Context: an optimization exercise on an open-source flow, tuned for small area, a short achievable clock period and few clock cycles. The choices shown serve that exercise and are no tape-out recipe. The RTL was checked by simulation tests, not by an equivalence proof against the original design. Power is estimated from default activity; no workload was simulated.

==> flow/design.v <==
module arm(input         clk, reset,
           output        MemWrite,
           output [31:0] Adr, WriteData,
           input  [31:0] ReadData);
  reg  [31:2] pc;         
  reg  [31:0] ir;         
  reg         irv;        
  reg  [31:0] ra, rb;     
  reg         mem;        
  reg         mst;        
  reg  [31:0] adr;        
  reg  [3:0]  mrd;        
  reg  [3:0]  flags;      
  wire [3:0] cond = ir[31:28];
  wire       n = flags[3], z = flags[2], c = flags[1], v = flags[0];
  wire       ge = (n == v);
  reg        condpass;
  always @(*)
    case (cond)
      4'b0000: condpass = z;
      4'b0001: condpass = ~z;
      4'b0010: condpass = c;
      4'b0011: condpass = ~c;
      4'b0100: condpass = n;
      4'b0101: condpass = ~n;
      4'b0110: condpass = v;
      4'b0111: condpass = ~v;
      4'b1000: condpass = c & ~z;
      4'b1001: condpass = ~(c & ~z);
      4'b1010: condpass = ge;
      4'b1011: condpass = ~ge;
      4'b1100: condpass = ~z & ge;
      4'b1101: condpass = ~(~z & ge);
      default: condpass = 1'b1;
    endcase
  reg  isdp, ismem, isb, useimm, sub, arith, sor, sxor, sand;
  wire ex    = irv & ~mem & condpass;
  wire [3:0] cmd = ir[24:21];
  wire       setf = ir[20];
  wire       ld   = ir[20];
  wire [3:0] rd = ir[15:12];
  wire [31:0] b     = isb ? {{6{ir[23]}}, ir[23:0], 2'b00} :
                      useimm ? {20'b0, ir[11:0]} : rb;
  wire [31:0] bx    = sub ? ~b : b;
  wire [32:0] sum   = {1'b0, ra} + {1'b0, bx} + {32'b0, sub};
  wire [31:0] lres  = ({32{sor}} & (ra | b)) | ({32{sxor}} & (ra ^ b)) |
                      ({32{sand}} & (ra & b));
  wire [31:0] res   = ({32{arith}} & sum[31:0]) | lres;
  wire [31:0] zk    = {ra[30:0] | bx[30:0], sub};
  wire        fz    = arith ? &(~(ra ^ bx ^ zk)) : ~|lres;
  wire        fv    = (ra[31] ^ b[31] ^ ~sub) & (sum[31] ^ ra[31]);
  wire dpwr   = ex & isdp;
  wire rdpc   = (rd == 4'd15);
  wire jump   = dpwr & rdpc;
  wire br     = ex & isb;
  wire memgo  = ex & ismem;
  wire ldw    = mem & ~mst;             
  wire ldpc   = ldw & (mrd == 4'd15);
  reg  [31:0] rf [0:14];
  reg  [14:0] rv;
  wire [15:0] rv16 = {1'b0, rv};
  wire        we  = ldw | dpwr;
  wire [3:0]  wa  = mem ? mrd : rd;
  wire [31:0] wd  = mem ? ReadData : res;
  integer i;
  always @(posedge clk)
    for (i = 0; i < 15; i = i + 1)
      if (we && wa == i) rf[i] <= wd;
  always @(posedge clk, posedge reset)
    if (reset) rv <= 15'b0;
    else
      for (i = 0; i < 15; i = i + 1)
        if (we && wa == i) rv[i] <= 1'b1;
  wire [31:0] fi  = mem ? ir : ReadData;
  wire        fb  = fi[27];
  wire [3:0]  ra1 = fi[19:16];
  wire [3:0]  ra2 = memgo ? ir[15:12] : fi[3:0];
  wire [31:3] pcinc = pc[31:3] + 29'd1;
  wire [31:2] pc1   = pc[2] ? {pcinc, 1'b0} : {pc[31:3], 1'b1};
  wire [31:2] pc2   = {pcinc, pc[2]};
  wire [31:2] r15a  = mem ? pc1 : pc2;                 
  wire [31:2] r15b  = (mem | memgo) ? pc1 : pc2;
  wire [31:0] rd1 = (ra1 == 4'd15 || fb) ? {r15a, 2'b00} : rf[ra1] & {32{rv16[ra1]}};
  wire [31:0] rd2 = (ra2 == 4'd15) ? {r15b, 2'b00} : rf[ra2] & {32{rv16[ra2]}};
  wire        wf  = mem ? ldw : (dpwr & ~rdpc);
  wire        f1  = wf & (ra1 == wa) & ~fb;
  wire        f2  = wf & (ra2 == wa);
  wire        fdp = ~fi[27] & ~fi[26];
  always @(posedge clk) begin
    ra <= f1 ? wd : rd1;
    rb <= f2 ? wd : rd2;
    isdp   <= fdp;
    ismem  <= ~fi[27] & fi[26];
    isb    <= fi[27];
    useimm <= fi[25] | fi[26];
    sub    <= fdp & fi[22];
    arith  <= ~fdp | (fi[23] & ~fi[24]) | fi[22];
    sor    <= fdp & ~(fi[23] & ~fi[24]) & ~fi[22] & fi[24];
    sxor   <= fdp & ~(fi[23] & ~fi[24]) & ~fi[22] & ~fi[24] & fi[21];
    sand   <= fdp & ~(fi[23] & ~fi[24]) & ~fi[22] & ~fi[24] & ~fi[21];
  end
  always @(posedge clk, posedge reset)
    if (reset) flags <= 4'b0;
    else if (dpwr & setf) begin
      flags[3] <= res[31];
      flags[2] <= fz;
      if (arith) begin
        flags[1] <= sum[32];
        flags[0] <= fv;
      end
    end
  wire [31:2] pcnext = mem ? (ldpc ? ReadData[31:2] : pc) :
                       (jump | br) ? res[31:2] : pc1;
  always @(posedge clk, posedge reset)
    if (reset) begin
      pc  <= 30'b0;
      adr <= 32'b0;
      irv <= 1'b0;
    end else begin
      pc  <= pcnext;
      adr <= memgo ? sum[31:0] : {pcnext, 2'b00};
      if (mem) begin
        if (ldpc) irv <= 1'b0;
      end else
        irv <= ~(jump | br);
    end
  always @(posedge clk)
    if (~mem) ir <= ReadData;
  always @(posedge clk, posedge reset)
    if (reset) begin
      mem <= 1'b0;
      mst <= 1'b0;
    end else begin
      mem <= memgo;
      mst <= memgo & ~ld;
    end
  always @(posedge clk) begin
    mrd  <= rd;
  end
  assign Adr       = adr;
  assign MemWrite  = mst;
  assign WriteData = rb;
endmodule
clock: 11.0 ns
lec_check: 0
cap_margin: 20
core_margin: 2
core_utilization: 60
slew_margin: 20
standard.sh (not shown) runs the stock make flow with config.mk's settings and CLKGATE_MAP_FILE= SYNTH_SCRIPT=/design/flow/synth_recipe.tcl, a recipe that flattens the netlist after the stock synthesis.
==> flow/flow/run.sh <==
#!/bin/bash
set -euo pipefail
export SETUP_SLACK_MARGIN=${REPAIR_MARGIN:-8}
export TNS_END_PERCENT=0
bash standard.sh > standard_make.log 2>&1
Testbench counts at the start, summed over its fixed seeds: cycles 28,710.
Then changed:
--- a/flow/design.v
+++ b/flow/design.v
@@ -44,9 +44,11 @@
   wire [31:0] bx    = sub ? ~b : b;
   wire [32:0] sum   = {1'b0, ra} + {1'b0, bx} + {32'b0, sub};
-  wire [31:0] lres  = ({32{sor}} & (ra | b)) | ({32{sxor}} & (ra ^ b)) |
-                      ({32{sand}} & (ra & b));
+  wire [31:0] pg    = ra ^ bx;
+  wire [31:0] gg    = ra & bx;
+  wire [31:0] lres  = ({32{sor}} & (pg | gg)) | ({32{sxor}} & pg) |
+                      ({32{sand}} & gg);
   wire [31:0] res   = ({32{arith}} & sum[31:0]) | lres;
-  wire [31:0] zk    = {ra[30:0] | bx[30:0], sub};
-  wire        fz    = arith ? &(~(ra ^ bx ^ zk)) : ~|lres;
+  wire [31:0] zk    = {pg[30:0] | gg[30:0], sub};
+  wire        fz    = arith ? &(~(pg ^ zk)) : ~|lres;
   wire        fv    = (ra[31] ^ b[31] ^ ~sub) & (sum[31] ^ ra[31]);
   wire dpwr   = ex & isdp;
Outcome: Routed wire length decreases by 4.5%; sequential power increases by about 2%; setup slack got worse by 0.18 ns; utilization decreases by 1.7 points; synthesized area decreases by 2.3%; non-clock buffer count decreases by 41; global-route usage decreases by 1.7 points; design area decreases by 4.5%; clock power decreases by about 6%; final cell count decreases by 2.4%; maximum frequency decreases by about 4.3%; sequential share of layout area increases by 2.0 points.
Testbench counts after the change, summed over its fixed seeds: cycles 28,710.

Setup of rev 12:
RTL: one of the versions met above, not the one the previous note started from.
Size: about 3100 cells after synthesis, ~0.035 mm² of cells after synthesis.
==> module arm, before the edit <==
module arm(input         clk, reset,
           output        MemWrite,
           output [31:0] Adr, WriteData,
           input  [31:0] ReadData);
  reg  [31:2] pc;         
  reg  [31:0] ir;         
  reg         irv;        
  reg  [31:0] ra, rb;     
  reg         mem;        
  reg         mst;        
  reg  [31:0] adr;        
  reg  [3:0]  mrd;        
  reg  [3:0]  flags;      
  wire [3:0] cond = ir[31:28];
  wire       n = flags[3], z = flags[2], c = flags[1], v = flags[0];
  wire       ge = (n == v);
  reg        condpass;
  always @(*)
    case (cond)
      4'b0000: condpass = z;
      4'b0001: condpass = ~z;
      4'b0010: condpass = c;
      4'b0011: condpass = ~c;
      4'b0100: condpass = n;
      4'b0101: condpass = ~n;
      4'b0110: condpass = v;
      4'b0111: condpass = ~v;
      4'b1000: condpass = c & ~z;
      4'b1001: condpass = ~(c & ~z);
      4'b1010: condpass = ge;
      4'b1011: condpass = ~ge;
      4'b1100: condpass = ~z & ge;
      4'b1101: condpass = ~(~z & ge);
      default: condpass = 1'b1;
    endcase
  reg  isdp, ismem, isb, useimm, sub, arith, sor, sxor, sand;
  wire ex    = irv & ~mem & condpass;
  wire [3:0] cmd = ir[24:21];
  wire       setf = ir[20];
  wire       ld   = ir[20];
  wire [3:0] rd = ir[15:12];
  wire [31:0] b     = isb ? {{6{ir[23]}}, ir[23:0], 2'b00} :
                      useimm ? {20'b0, ir[11:0]} : rb;
  wire [31:0] bx    = sub ? ~b : b;
  wire [32:0] sum   = {1'b0, ra} + {1'b0, bx} + {32'b0, sub};
  wire [31:0] pg    = ra ^ bx;
  wire [31:0] gg    = ra & bx;
  wire [31:0] lres  = ({32{sor}} & (pg | gg)) | ({32{sxor}} & pg) |
                      ({32{sand}} & gg);
  wire [31:0] res   = ({32{arith}} & sum[31:0]) | lres;
  wire [31:0] zk    = {pg[30:0] | gg[30:0], sub};
  wire        fz    = arith ? &(~(pg ^ zk)) : ~|lres;
  wire        fv    = (ra[31] ^ b[31] ^ ~sub) & (sum[31] ^ ra[31]);
  wire dpwr   = ex & isdp;
  wire rdpc   = (rd == 4'd15);
  wire jump   = dpwr & rdpc;
  wire br     = ex & isb;
  wire memgo  = ex & ismem;
  wire ldw    = mem & ~mst;             
  wire ldpc   = ldw & (mrd == 4'd15);
  reg  [31:0] rf [0:14];
  reg  [14:0] rv;
  wire [15:0] rv16 = {1'b0, rv};
  wire        we  = ldw | dpwr;
  wire [3:0]  wa  = mem ? mrd : rd;
  wire [31:0] wd  = mem ? ReadData : res;
  integer i;
  always @(posedge clk)
    for (i = 0; i < 15; i = i + 1)
      if (we && wa == i) rf[i] <= wd;
  always @(posedge clk, posedge reset)
    if (reset) rv <= 15'b0;
    else
      for (i = 0; i < 15; i = i + 1)
        if (we && wa == i) rv[i] <= 1'b1;
  wire [31:0] fi  = mem ? ir : ReadData;
  wire        fb  = fi[27];
  wire [3:0]  ra1 = fi[19:16];
  wire [3:0]  ra2 = memgo ? ir[15:12] : fi[3:0];
  wire [31:3] pcinc = pc[31:3] + 29'd1;
  wire [31:2] pc1   = pc[2] ? {pcinc, 1'b0} : {pc[31:3], 1'b1};
  wire [31:2] pc2   = {pcinc, pc[2]};
  wire [31:2] r15a  = mem ? pc1 : pc2;                 
  wire [31:2] r15b  = (mem | memgo) ? pc1 : pc2;
  wire [31:0] rd1 = (ra1 == 4'd15 || fb) ? {r15a, 2'b00} : rf[ra1] & {32{rv16[ra1]}};
  wire [31:0] rd2 = (ra2 == 4'd15) ? {r15b, 2'b00} : rf[ra2] & {32{rv16[ra2]}};
  wire        wf  = mem ? ldw : (dpwr & ~rdpc);
  wire        f1  = wf & (ra1 == wa) & ~fb;
  wire        f2  = wf & (ra2 == wa);
  wire        fdp = ~fi[27] & ~fi[26];
  always @(posedge clk) begin
    ra <= f1 ? wd : rd1;
    rb <= f2 ? wd : rd2;
    isdp   <= fdp;
    ismem  <= ~fi[27] & fi[26];
    isb    <= fi[27];
    useimm <= fi[25] | fi[26];
    sub    <= fdp & fi[22];
    arith  <= ~fdp | (fi[23] & ~fi[24]) | fi[22];
    sor    <= fdp & ~(fi[23] & ~fi[24]) & ~fi[22] & fi[24];
    sxor   <= fdp & ~(fi[23] & ~fi[24]) & ~fi[22] & ~fi[24] & fi[21];
    sand   <= fdp & ~(fi[23] & ~fi[24]) & ~fi[22] & ~fi[24] & ~fi[21];
  end
  always @(posedge clk, posedge reset)
    if (reset) flags <= 4'b0;
    else if (dpwr & setf) begin
      flags[3] <= res[31];
      flags[2] <= fz;
      if (arith) begin
        flags[1] <= sum[32];
        flags[0] <= fv;
      end
    end
  wire [31:2] pcnext = mem ? (ldpc ? ReadData[31:2] : pc) :
                       (jump | br) ? res[31:2] : pc1;
  always @(posedge clk, posedge reset)
    if (reset) begin
      pc  <= 30'b0;
      adr <= 32'b0;
      irv <= 1'b0;
    end else begin
      pc  <= pcnext;
      adr <= memgo ? sum[31:0] : {pcnext, 2'b00};
      if (mem) begin
        if (ldpc) irv <= 1'b0;
      end else
        irv <= ~(jump | br);
    end
  always @(posedge clk)
    if (~mem) ir <= ReadData;
  always @(posedge clk, posedge reset)
    if (reset) begin
      mem <= 1'b0;
      mst <= 1'b0;
    end else begin
      mem <= memgo;
      mst <= memgo & ~ld;
    end
  always @(posedge clk) begin
    mrd  <= rd;
  end
  assign Adr       = adr;
  assign MemWrite  = mst;
  assign WriteData = rb;
endmodule
==> flow/config.mk <==
export PLATFORM = sky130hd
export DESIGN_NAME = arm
export DESIGN_NICKNAME = arm
export VERILOG_FILES = /design/flow/design.v
export SDC_FILE = /design/flow/constraint.sdc
export NUM_CORES = 4
export LEC_CHECK = 0
export CAP_MARGIN = 20
export CORE_MARGIN = 2
export CORE_UTILIZATION = 45
export CTS_CLUSTER_DIAMETER = 100
export CTS_CLUSTER_SIZE = 20
export SLEW_MARGIN = 20
==> flow/constraint.sdc <==
create_clock -name core_clock -period 11.0 [get_ports {clk}]
set_input_delay 2.2000 -clock core_clock [delete_from_list [all_inputs] [get_ports {clk}]]
set_output_delay 2.2000 -clock core_clock [all_outputs]
set_load 0.01 [all_outputs]
==> flow/flow/run.sh <==
#!/bin/bash
set -euo pipefail
export SETUP_SLACK_MARGIN=${REPAIR_MARGIN:-8}
export TNS_END_PERCENT=0
export BUFFER_PORTS_ARGS="-buffer_cell sky130_fd_sc_hd__buf_1"
bash standard.sh > standard_make.log 2>&1
Testbench counts of rev 12, summed over its fixed seeds: cycles 28,710.
[inputs] rev 13 vs rev 12
diff --git a/flow/design.v b/flow/design.v
--- a/flow/design.v
+++ b/flow/design.v
@@ -7,4 +7,6 @@
   reg         irv;        
   reg  [31:0] ra, rb;     
+  reg         fwa, fwb;   
+  reg  [31:0] lastw;      
   reg         mem;        
   reg         mst;        
@@ -34,5 +36,5 @@
       default: condpass = 1'b1;
     endcase
-  reg  isdp, ismem, isb, useimm, sub, arith, sor, sxor, sand;
+  reg  isdp, ismem, isb, sub, arith, sor, sxor, sand;
   wire ex    = irv & ~mem & condpass;
   wire [3:0] cmd = ir[24:21];
@@ -40,10 +42,10 @@
   wire       ld   = ir[20];
   wire [3:0] rd = ir[15:12];
-  wire [31:0] b     = isb ? {{6{ir[23]}}, ir[23:0], 2'b00} :
-                      useimm ? {20'b0, ir[11:0]} : rb;
+  wire [31:0] a     = fwa ? lastw : ra;
+  wire [31:0] b     = fwb ? lastw : rb;
   wire [31:0] bx    = sub ? ~b : b;
-  wire [32:0] sum   = {1'b0, ra} + {1'b0, bx} + {32'b0, sub};
-  wire [31:0] pg    = ra ^ bx;
-  wire [31:0] gg    = ra & bx;
+  wire [32:0] sum   = {1'b0, a} + {1'b0, bx} + {32'b0, sub};
+  wire [31:0] pg    = a ^ bx;
+  wire [31:0] gg    = a & bx;
   wire [31:0] lres  = ({32{sor}} & (pg | gg)) | ({32{sxor}} & pg) |
                       ({32{sand}} & gg);
@@ -51,5 +53,5 @@
   wire [31:0] zk    = {pg[30:0] | gg[30:0], sub};
   wire        fz    = arith ? &(~(pg ^ zk)) : ~|lres;
-  wire        fv    = (ra[31] ^ b[31] ^ ~sub) & (sum[31] ^ ra[31]);
+  wire        fv    = (a[31] ^ b[31] ^ ~sub) & (sum[31] ^ a[31]);
   wire dpwr   = ex & isdp;
   wire rdpc   = (rd == 4'd15);
@@ -86,14 +88,18 @@
   wire [31:0] rd2 = (ra2 == 4'd15) ? {r15b, 2'b00} : rf[ra2] & {32{rv16[ra2]}};
   wire        wf  = mem ? ldw : (dpwr & ~rdpc);
+  wire        fuseimm = fi[25] | fi[26] | fi[27];
   wire        f1  = wf & (ra1 == wa) & ~fb;
-  wire        f2  = wf & (ra2 == wa);
+  wire        f2  = wf & (ra2 == wa) & (memgo | ~fuseimm);
+  wire [31:0] fimm = fi[27] ? {{6{fi[23]}}, fi[23:0], 2'b00} : {20'b0, fi[11:0]};
   wire        fdp = ~fi[27] & ~fi[26];
   always @(posedge clk) begin
-    ra <= f1 ? wd : rd1;
-    rb <= f2 ? wd : rd2;
+    ra <= rd1;
+    rb <= (fuseimm & ~memgo) ? fimm : rd2;
+    fwa <= f1;
+    fwb <= f2;
+    lastw <= wd;
     isdp   <= fdp;
     ismem  <= ~fi[27] & fi[26];
     isb    <= fi[27];
-    useimm <= fi[25] | fi[26];
     sub    <= fdp & fi[22];
     arith  <= ~fdp | (fi[23] & ~fi[24]) | fi[22];
==> run summary <==
Lower critical path data arrival time goes to rev 13 over rev 12.
Final global-route overflow total delta (rev 13 -> rev 12): insignificant
Comparing rev 12 and rev 13, number of iterations in the first detailed-routing pass is higher on rev 12.
Between rev 12 and rev 13, the met2 usage in global routing is higher for rev 13.
Per the comparison of rev 13 with rev 12, area added between synthesis and finish lost 2.3 points, transition time of the tightest slew-check pin lost 0.0047 ns, adder-cell share of the synthesized area neither gained nor lost much, proportion of register bits with asynchronous set or reset after synthesis lost 0.59 points.
Testbench counts of rev 13, summed over its fixed seeds: cycles 28,710.

port drivers added, routing unchanged:
The flow's constraints put no driver on any port. The routed layouts listed below were extracted and timed again, unchanged, in two steps.
Step 1 (the two cells are an assumption about what drives the block):
set clk [get_ports {clk}]
set_driving_cell -lib_cell sky130_fd_sc_hd__clkbuf_16 $clk
set_driving_cell -lib_cell sky130_fd_sc_hd__buf_2 [delete_from_list [all_inputs] $clk]
Step 2 times the ports against the registers' clock, not the clock port: input delays grow and output delays shrink by t, the midpoint of the rising clock arrivals with the driver on.
Slacks: no drivers / after step 1 / after step 2; pairs: no drivers / after step 1.
run	t (ns)	setup WS [ns]	worst setup path after step 2
the first run of note 1	0.705	6.878 / 6.830 / 6.211	input to register
the second run of note 1	0.688	6.694 / 6.734 / 6.047	input to register
rev 12	0.692	6.749 / 6.732 / 6.040	input to register
rev 13	0.698	6.885 / 6.861 / 6.163	input to register
After both steps every run listed still meets setup and hold. For rev 13, which loses most, drivers alone change the setup slack by -0.024 ns; drivers and shift together by -0.722 ns.
